Background: an optimization exercise with open tools, aiming at small area. Do not read the settings as production practice.
Only simulation tests tie the RTL to the original design; equivalence was not proved.
Power figures rest on the tool's default switching activity, not on a simulated workload.

==> build 29 <==
==> flow/design.v (excerpt) <==
module FIFO_shift_reg_beh
#(
    parameter FIFO_width = 32,
    parameter FIFO_depth = 10                    
 )
(
    output reg [FIFO_width - 1 : 0] dataOut,
    output empty, full,
    input readEnable, writeEnable,
    input [FIFO_width - 1 : 0] dataIn,
    input enable, reset, clk
    );
==> module FIFO_shift_reg_beh, before the edit <==
module FIFO_shift_reg_beh
#(
    parameter FIFO_width = 32,
    parameter FIFO_depth = 10                    
 )
(
    output reg [FIFO_width - 1 : 0] dataOut,
    output empty, full,
    input readEnable, writeEnable,
    input [FIFO_width - 1 : 0] dataIn,
    input enable, reset, clk
    );
    reg [FIFO_width * FIFO_depth - 1 : 0] slots;     
    reg [5:0] count;
    wire [FIFO_depth : 0] at;
    assign at[0]  = ~count[5] & ~count[0];
    assign at[1]  =  count[0] & ~count[1];
    assign at[2]  =  count[1] & ~count[2];
    assign at[3]  =  count[2] & ~count[3];
    assign at[4]  =  count[3] & ~count[4];
    assign at[5]  =  count[4] & ~count[5];
    assign at[6]  =  count[5] &  count[0];
    assign at[7]  = ~count[0] &  count[1];
    assign at[8]  = ~count[1] &  count[2];
    assign at[9]  = ~count[2] &  count[3];
    assign at[10] = ~count[3] &  count[4];
    assign empty = at[0];
    assign full  = at[FIFO_depth];
    wire doRead  = readEnable & ~empty;
    wire doWrite = writeEnable & ~full & ~doRead;
    integer i;
    wire shift = enable & ~reset & doWrite;
    wire keep  = ~(enable & doWrite);
    wire [FIFO_width * FIFO_depth - 1 : 0] slotIn = {slots[FIFO_width * (FIFO_depth - 1) - 1 : 0], dataIn};
    always @(posedge clk)
        slots <= (slotIn & {FIFO_width * FIFO_depth{shift}}) | (slots & {FIFO_width * FIFO_depth{keep}});
    reg [FIFO_width - 1 : 0] oldest;
    always @(*) begin
        oldest = {FIFO_width{1'b0}};
        for (i = 0; i < FIFO_depth; i = i + 1)
            oldest = oldest | (slots[FIFO_width * i +: FIFO_width] & {FIFO_width{at[i+1]}});
    end
    wire stepCount = enable & ~reset & (doRead | doWrite);
    wire keepCount = ~(enable & (reset | doRead | doWrite));
    wire [5:0] nextCount = doRead ? {~count[0], count[5:1]} : {count[4:0], ~count[5]};
    always @(posedge clk)
        count <= (nextCount & {6{stepCount}}) | (count & {6{keepCount}});
    wire loadOut = enable & (reset | doRead);
    always @(posedge clk)
        dataOut <= (oldest & {FIFO_width{loadOut & ~reset}}) | (dataOut & {FIFO_width{~loadOut}});
endmodule
clock: 5.0 ns
lec_check: 0
cap_margin: 20
core_margin: 2
core_utilization: 65
place_density: 0.8
slew_margin: 20
standard.sh (not shown) runs the stock make flow with config.mk's settings and CLKGATE_MAP_FILE= SYNTH_SCRIPT=/design/flow/synth_recipe.tcl, a recipe that flattens the netlist after the stock synthesis.
==> flow/flow/run.sh <==
#!/bin/bash
# The standard layout, with two changes:
#  - after the standard synthesis, the logic between its registers is replaced by the
#    hand-mapped netlist gen_netlist.py writes (the registers stay as synthesis made them);
#  - every input and output port gets the smallest buffer, sky130_fd_sc_hd__buf_1.
# Each tool's output goes to a log of its own in this folder.
set -euo pipefail
R=orfs/results/${FLOW_PLATFORM}/FIFO_shift_reg_beh/base
export BUFFER_PORTS_ARGS="-buffer_cell sky130_fd_sc_hd__buf_1"
export CTS_ARGS="-sink_clustering_enable -repair_clock_nets -sink_clustering_size 30 -sink_clustering_max_diameter 150 -buf_list sky130_fd_sc_hd__clkbuf_16 -dont_use_dummy_load"
bash standard.sh synth > synth.log 2>&1
cp $R/1_2_yosys.v standard_1_2_yosys.v
if python3 flow/gen_netlist.py standard_1_2_yosys.v $R/1_2_yosys.v > gen_netlist.log 2>&1; then
  rm -f $R/1_synth.odb $R/1_synth.sdc
fi
bash standard.sh finish > layout.log 2>&1
==> flow/flow/gen_netlist.py <==
#!/usr/bin/env python3
"""Write the gate netlist of FIFO_shift_reg_beh (32 x 10, Johnson-coded count) by hand.

usage: gen_netlist.py STANDARD_NETLIST OUT_NETLIST

The registers are the standard synthesis's: the same instances, names and cell types, read
from STANDARD_NETLIST. Only the logic between them is written here, as the RTL states it:
dataOut's sum of products (ten slots and its own value) becomes three a222oi, an a22oi and
a nand4 per bit, each slot's sum of products (the slot below, or its own value) an a22o, and
each count bit's a mux2i and an a2bb2o.
If the standard netlist's registers are not the ones expected, OUT_NETLIST is left as it is.
"""
import re
import sys

W, D = 32, 10
P = "sky130_fd_sc_hd__"


def main():
    std, out = sys.argv[1], sys.argv[2]
    text = open(std).read()
    regs = {}
    for m in re.finditer(r"\b" + P + r"(\w+)\s+(\\\S+|\w+)\s*\(", text):
        cell, name = m.group(1), m.group(2).lstrip("\\")
        if "df" in cell:
            stem = name.rpartition("$")[0] if "$_" in name else name
            regs[stem] = (name, cell)
    want = {f"count[{k}]": "dfxtp_1" for k in range(6)}
    want.update({f"dataOut[{b}]": "dfxtp_1" for b in range(W)})
    want.update({f"slots[{n}]": "dfxtp_1" for n in range(W * D)})
    if sorted(regs) != sorted(want) or any(regs[r][1] != want[r] for r in want):
        print("standard registers differ from the expected ones; netlist left unchanged")
        print(sorted(set(regs) ^ set(want))[:10], {c for _, c in regs.values()})
        return 1

    cells = []
    wires = []

    def cell(typ, pins):
        cells.append((typ, pins))

    def inst_name(n):
        return "\\" + n + " "

    def dff(reg, d, q):
        cells.append(("dfxtp_1", dict(CLK="clk", D=d, Q=q), inst_name(regs[reg][0])))

    def wire(n):
        wires.append(n)
        return n

    cq = [wire(f"cq{k}") for k in range(6)]
    for n in ["doRead", "doWrite", "shiftEn", "keep", "holdOut", "noLoad", "rdwr", "noStep", "keepCount", "ncq0", "ncq5"]:
        wire(n)
    cell("nor2_1", dict(A=cq[5], B=cq[0], Y="empty"))
    cell("nor2b_1", dict(A=cq[3], B_N=cq[4], Y="full"))
    cell("o21a_1", dict(A1=cq[5], A2=cq[0], B1="readEnable", X="doRead"))
    cell("nor3b_1", dict(A="full", B="doRead", C_N="writeEnable", Y="doWrite"))
    cell("and3b_1", dict(A_N="reset", B="enable", C="doWrite", X="shiftEn"))
    cell("nand2_1", dict(A="enable", B="doWrite", Y="keep"))
    cell("o21ai_0", dict(A1="reset", A2="doRead", B1="enable", Y="holdOut"))
    cell("nand3b_1", dict(A_N="reset", B="enable", C="doRead", Y="noLoad"))
    cell("or2_1", dict(A="doRead", B="doWrite", X="rdwr"))
    cell("nand3b_1", dict(A_N="reset", B="enable", C="rdwr", Y="noStep"))
    cell("o21ai_0", dict(A1="reset", A2="rdwr", B1="enable", Y="keepCount"))
    cell("inv_1", dict(A=cq[0], Y="ncq0"))
    cell("inv_1", dict(A=cq[5], Y="ncq5"))
    for k in range(6):
        up = "ncq5" if k == 0 else cq[k - 1]
        down = "ncq0" if k == 5 else cq[k + 1]
        m, d = wire(f"cm{k}"), wire(f"cd{k}")
        cell("mux2i_1", dict(A0=up, A1=down, S="doRead", Y=m))
        cell("a2bb2o_1", dict(A1_N=m, A2_N="noStep", B1=cq[k], B2="keepCount", X=d))
        dff(f"count[{k}]", d, cq[k])

    # s[k]: count == k and dataOut loads the oldest word (a read, enabled, no reset), k = 1 .. 10
    s = [None] + [wire(f"sel{k}") for k in range(1, D + 1)]
    for k in range(1, 6):
        cell("nor3b_1", dict(A=cq[k], B="noLoad", C_N=cq[k - 1], Y=s[k]))
    cell("and3b_1", dict(A_N="noLoad", B=cq[5], C=cq[0], X=s[6]))
    for k in range(7, 11):
        cell("nor3b_1", dict(A=cq[k - 7], B="noLoad", C_N=cq[k - 6], Y=s[k]))

    sq = [[wire(f"sq{i}_{b}") for b in range(W)] for i in range(D)]
    for i in range(D):
        for b in range(W):
            d = wire(f"sd{i}_{b}")
            prev = f"dataIn[{b}]" if i == 0 else sq[i - 1][b]
            cell("a22o_1", dict(A1="shiftEn", A2=prev, B1="keep", B2=sq[i][b], X=d))
            dff(f"slots[{W * i + b}]", d, sq[i][b])

    for b in range(W):
        g = [wire(f"g{j}_{b}") for j in range(4)]
        d = wire(f"od{b}")
        cell("a222oi_1", dict(A1=s[1], A2=sq[0][b], B1=s[2], B2=sq[1][b], C1=s[3], C2=sq[2][b], Y=g[0]))
        cell("a222oi_1", dict(A1=s[4], A2=sq[3][b], B1=s[5], B2=sq[4][b], C1=s[6], C2=sq[5][b], Y=g[1]))
        cell("a222oi_1", dict(A1=s[7], A2=sq[6][b], B1=s[8], B2=sq[7][b], C1=s[9], C2=sq[8][b], Y=g[2]))
        cell("a22oi_1", dict(A1=s[10], A2=sq[9][b], B1="holdOut", B2=f"dataOut[{b}]", Y=g[3]))
        cell("nand4_1", dict(A=g[0], B=g[1], C=g[2], D=g[3], Y=d))
        dff(f"dataOut[{b}]", d, f"dataOut[{b}]")

    o = []
    o.append("module FIFO_shift_reg_beh(dataOut, empty, full, readEnable, writeEnable, dataIn, enable, reset, clk);")
    o.append("  output [31:0] dataOut;\n  output empty;\n  output full;\n  input readEnable;\n  input writeEnable;")
    o.append("  input [31:0] dataIn;\n  input enable;\n  input reset;\n  input clk;")
    o.append("  wire [31:0] dataOut;\n  wire empty;\n  wire full;\n  wire readEnable;\n  wire writeEnable;")
    o.append("  wire [31:0] dataIn;\n  wire enable;\n  wire reset;\n  wire clk;")
    for w in wires:
        o.append(f"  wire {w};")
    n = 0
    for c in cells:
        typ, pins = c[0], c[1]
        name = c[2] if len(c) > 2 else f"g_{n}"
        n += 1
        conn = ", ".join(f".{p}({v})" for p, v in pins.items())
        o.append(f"  {P}{typ} {name}({conn});")
    o.append("endmodule")
    open(out, "w").write("\n".join(o) + "\n")
    print(f"wrote {out}: {len(cells)} cells")
    return 0


if __name__ == "__main__":
    sys.exit(main())
==> build 53: changes against build 29 <==
==> flow/design.v (replaced) <==
`timescale 1ns / 1ps
module FIFO_shift_reg_beh
#(
    parameter FIFO_width = 32,
    parameter FIFO_depth = 10                    
 )
(
    output reg [FIFO_width - 1 : 0] dataOut,
    output empty, full,
    input readEnable, writeEnable,
    input [FIFO_width - 1 : 0] dataIn,
    input enable, reset, clk
    );
    reg [FIFO_width - 1 : 0] slot [0 : FIFO_depth - 1];
    reg [5:0] count;
    wire [FIFO_depth : 0] at;
    assign at[0]  = ~count[5] & ~count[0];
    assign at[1]  =  count[0] & ~count[1];
    assign at[2]  =  count[1] & ~count[2];
    assign at[3]  =  count[2] & ~count[3];
    assign at[4]  =  count[3] & ~count[4];
    assign at[5]  =  count[4] & ~count[5];
    assign at[6]  =  count[5] &  count[0];
    assign at[7]  = ~count[0] &  count[1];
    assign at[8]  = ~count[1] &  count[2];
    assign at[9]  = ~count[2] &  count[3];
    assign at[10] = ~count[3] &  count[4];
    assign empty = at[0];
    assign full  = at[FIFO_depth];
    wire doRead  = readEnable & ~empty;
    wire doWrite = writeEnable & ~full & ~doRead;
    integer i;
    always @(posedge clk)
        if (enable & ~reset & doWrite) begin
            slot[0] <= dataIn;
            for (i = 1; i < FIFO_depth; i = i + 1)
                slot[i] <= slot[i-1];
        end
    reg [FIFO_width - 1 : 0] oldest;
    always @(*) begin
        oldest = {FIFO_width{1'b0}};
        for (i = 0; i < FIFO_depth; i = i + 1)
            oldest = oldest | (slot[i] & {FIFO_width{at[i+1]}});
    end
    always @(posedge clk)
        if (enable) begin
            if (reset) begin
                count <= 6'b000000;
                dataOut <= {FIFO_width{1'b0}};
            end else if (doRead) begin
                count <= {~count[0], count[5:1]};
                dataOut <= oldest;
            end else if (doWrite)
                count <= {count[4:0], ~count[5]};
        end
endmodule
--- a/flow/flow/run.sh
+++ b/flow/flow/run.sh
@@ -9,3 +9,3 @@
 export BUFFER_PORTS_ARGS="-buffer_cell sky130_fd_sc_hd__buf_1"
-export CTS_ARGS="-sink_clustering_enable -repair_clock_nets -sink_clustering_size 30 -sink_clustering_max_diameter 150 -buf_list sky130_fd_sc_hd__clkbuf_16 -dont_use_dummy_load"
+export CTS_ARGS="-sink_clustering_enable -repair_clock_nets -sink_clustering_size 30 -sink_clustering_max_diameter 80 -buf_list {sky130_fd_sc_hd__clkbuf_8 sky130_fd_sc_hd__clkbuf_16} -dont_use_dummy_load"
 bash standard.sh synth > synth.log 2>&1
--- a/flow/flow/gen_netlist.py
+++ b/flow/flow/gen_netlist.py
@@ -7,5 +7,3 @@
 from STANDARD_NETLIST. Only the logic between them is written here, as the RTL states it:
-dataOut's sum of products (ten slots and its own value) becomes three a222oi, an a22oi and
-a nand4 per bit, each slot's sum of products (the slot below, or its own value) an a22o, and
-each count bit's a mux2i and an a2bb2o.
+dataOut's sum of products over the ten slots becomes three a222oi, a nand2 and a nand4 per bit.
 If the standard netlist's registers are not the ones expected, OUT_NETLIST is left as it is.
@@ -28,6 +26,6 @@
             regs[stem] = (name, cell)
-    want = {f"count[{k}]": "dfxtp_1" for k in range(6)}
-    want.update({f"dataOut[{b}]": "dfxtp_1" for b in range(W)})
-    want.update({f"slots[{n}]": "dfxtp_1" for n in range(W * D)})
-    if sorted(regs) != sorted(want) or any(regs[r][1] != want[r] for r in want):
+    want = [f"count[{k}]" for k in range(6)] + [f"dataOut[{b}]" for b in range(W)] + [
+        f"slot[{i}][{b}]" for i in range(D) for b in range(W)
+    ]
+    if sorted(regs) != sorted(want) or any(c != "edfxtp_1" for _, c in regs.values()):
         print("standard registers differ from the expected ones; netlist left unchanged")
@@ -45,4 +43,4 @@
 
-    def dff(reg, d, q):
-        cells.append(("dfxtp_1", dict(CLK="clk", D=d, Q=q), inst_name(regs[reg][0])))
+    def flop(reg, d, de, q):
+        cells.append(("edfxtp_1", dict(CLK="clk", D=d, DE=de, Q=q), inst_name(regs[reg][0])))
 
@@ -53,3 +51,3 @@
     cq = [wire(f"cq{k}") for k in range(6)]
-    for n in ["doRead", "doWrite", "shiftEn", "keep", "holdOut", "noLoad", "rdwr", "noStep", "keepCount", "ncq0", "ncq5"]:
+    for n in ["doRead", "doWrite", "shiftEn", "outEn", "cntEn", "ncq0", "ncq5"]:
         wire(n)
@@ -60,8 +58,4 @@
     cell("and3b_1", dict(A_N="reset", B="enable", C="doWrite", X="shiftEn"))
-    cell("nand2_1", dict(A="enable", B="doWrite", Y="keep"))
-    cell("o21ai_0", dict(A1="reset", A2="doRead", B1="enable", Y="holdOut"))
-    cell("nand3b_1", dict(A_N="reset", B="enable", C="doRead", Y="noLoad"))
-    cell("or2_1", dict(A="doRead", B="doWrite", X="rdwr"))
-    cell("nand3b_1", dict(A_N="reset", B="enable", C="rdwr", Y="noStep"))
-    cell("o21ai_0", dict(A1="reset", A2="rdwr", B1="enable", Y="keepCount"))
+    cell("o21a_1", dict(A1="reset", A2="doRead", B1="enable", X="outEn"))
+    cell("o31a_1", dict(A1="reset", A2="doRead", A3="doWrite", B1="enable", X="cntEn"))
     cell("inv_1", dict(A=cq[0], Y="ncq0"))
@@ -73,12 +67,12 @@
         cell("mux2i_1", dict(A0=up, A1=down, S="doRead", Y=m))
-        cell("a2bb2o_1", dict(A1_N=m, A2_N="noStep", B1=cq[k], B2="keepCount", X=d))
-        dff(f"count[{k}]", d, cq[k])
+        cell("nor2_1", dict(A=m, B="reset", Y=d))
+        flop(f"count[{k}]", d, "cntEn", cq[k])
 
-    # s[k]: count == k and dataOut loads the oldest word (a read, enabled, no reset), k = 1 .. 10
+    # s[k]: count == k and no reset, k = 1 .. 10
     s = [None] + [wire(f"sel{k}") for k in range(1, D + 1)]
     for k in range(1, 6):
-        cell("nor3b_1", dict(A=cq[k], B="noLoad", C_N=cq[k - 1], Y=s[k]))
-    cell("and3b_1", dict(A_N="noLoad", B=cq[5], C=cq[0], X=s[6]))
+        cell("nor3b_1", dict(A=cq[k], B="reset", C_N=cq[k - 1], Y=s[k]))
+    cell("and3b_1", dict(A_N="reset", B=cq[5], C=cq[0], X=s[6]))
     for k in range(7, 11):
-        cell("nor3b_1", dict(A=cq[k - 7], B="noLoad", C_N=cq[k - 6], Y=s[k]))
+        cell("nor3b_1", dict(A=cq[k - 7], B="reset", C_N=cq[k - 6], Y=s[k]))
 
@@ -87,6 +81,3 @@
         for b in range(W):
-            d = wire(f"sd{i}_{b}")
-            prev = f"dataIn[{b}]" if i == 0 else sq[i - 1][b]
-            cell("a22o_1", dict(A1="shiftEn", A2=prev, B1="keep", B2=sq[i][b], X=d))
-            dff(f"slots[{W * i + b}]", d, sq[i][b])
+            flop(f"slot[{i}][{b}]", f"dataIn[{b}]" if i == 0 else sq[i - 1][b], "shiftEn", sq[i][b])
 
@@ -98,5 +89,5 @@
         cell("a222oi_1", dict(A1=s[7], A2=sq[6][b], B1=s[8], B2=sq[7][b], C1=s[9], C2=sq[8][b], Y=g[2]))
-        cell("a22oi_1", dict(A1=s[10], A2=sq[9][b], B1="holdOut", B2=f"dataOut[{b}]", Y=g[3]))
+        cell("nand2_1", dict(A=s[10], B=sq[9][b], Y=g[3]))
         cell("nand4_1", dict(A=g[0], B=g[1], C=g[2], D=g[3], Y=d))
-        dff(f"dataOut[{b}]", d, f"dataOut[{b}]")
+        flop(f"dataOut[{b}]", d, "outEn", f"dataOut[{b}]")
 
CORE_UTILIZATION = 40   (was 65)
CTS_BUF_LIST = sky130_fd_sc_hd__clkbuf_16   (was unset)
CTS_CLUSTER_DIAMETER = 80   (was unset)
CTS_CLUSTER_SIZE = 30   (was unset)
PLACE_DENSITY = 0.6   (was 0.8)
==> trial 8: changes against build 29 <==
--- a/flow/flow/run.sh
+++ b/flow/flow/run.sh
@@ -9,3 +9,3 @@
 export BUFFER_PORTS_ARGS="-buffer_cell sky130_fd_sc_hd__buf_1"
-export CTS_ARGS="-sink_clustering_enable -repair_clock_nets -sink_clustering_size 30 -sink_clustering_max_diameter 150 -buf_list sky130_fd_sc_hd__clkbuf_16 -dont_use_dummy_load"
+export CTS_ARGS="-sink_clustering_enable -repair_clock_nets -sink_clustering_size 30 -sink_clustering_max_diameter 80 -buf_list sky130_fd_sc_hd__clkbuf_16 -root_buf sky130_fd_sc_hd__clkbuf_8 -tree_buf sky130_fd_sc_hd__clkbuf_8 -sink_clustering_buffer sky130_fd_sc_hd__clkbuf_16 -dont_use_dummy_load"
 bash standard.sh synth > synth.log 2>&1
==> qor summary <==
quantity	build 29	build 53	trial 8
Final cell area excluding filler cells	12800 um2	13600 um2	12800 um2
Sequential-cell power consumption	3.14 mW	3.43 mW	3.14 mW
Non-filler cells, final	1202	1047	1202
Layout net count	1016	690	1016
Maximum number of pins on one net before global-route repair	132	87	132
Vias in the first global route	8536	6334	8499
Starting DRT DRC Count	1394	1191	1293
Count of cell instances traversed by the critical path	6	4	6
CP max-delay cell	nor3b_1	and3b_4	nor3b_1
Synthesized cell area	11600 um2	12200 um2	11600 um2
Share of layout cells above drive strength 1	4.81%	6.76%	4.81%
Result of the run	timing/DRC/antenna clean	timing/DRC/antenna clean	timing/DRC/antenna clean
Clock network power	1.36 mW	1.40 mW	1.30 mW
Non-clk buf share	3.45%	3.18%	3.46%
Highest attainable clock frequency	307 MHz	345 MHz	313 MHz
Placed instance count	1187	1031	1187
Post-DP HPWL	15400 um	13400 um	15400 um

re-timing with driven ports:
Ports are ideal in the flow. The routed layouts listed here were re-timed in OpenROAD. Step 1 (the two cells are an assumption about what drives the block):
set clk [get_ports {clk}]
set_driving_cell -lib_cell sky130_fd_sc_hd__clkbuf_16 $clk
set_driving_cell -lib_cell sky130_fd_sc_hd__buf_2 [delete_from_list [all_inputs] $clk]
Step 2 moves the port delays by t, midway between the first and last clock arrival at a register: inputs arrive t later, outputs are due t later. That takes back most of the time a late clock gives input paths. a / b / c = ideal / step 1 / step 2; a / b = the first two.
run | t, ns | setup WS [ns] | clock arrival spread, ns | worst register clock-pin slew, ns | worst data-port slew with drivers (ns)
build 29 | 0.542 | 1.744 / 1.765 / 1.222 | 0.043 / 0.043 | 0.11 / 0.11 | 0.04
build 53 | 0.536 | 2.105 / 2.105 / 1.681 | 0.045 / 0.045 | 0.11 / 0.11 | 0.03
trial 8 | 0.589 | 1.805 / 1.805 / 1.233 | 0.016 / 0.016 | 0.11 / 0.11 | 0.04
After both steps every run listed still meets setup and hold. The setup slack of trial 8, which loses most, moves by 0.000 ns with the drivers and by -0.572 ns with both steps.
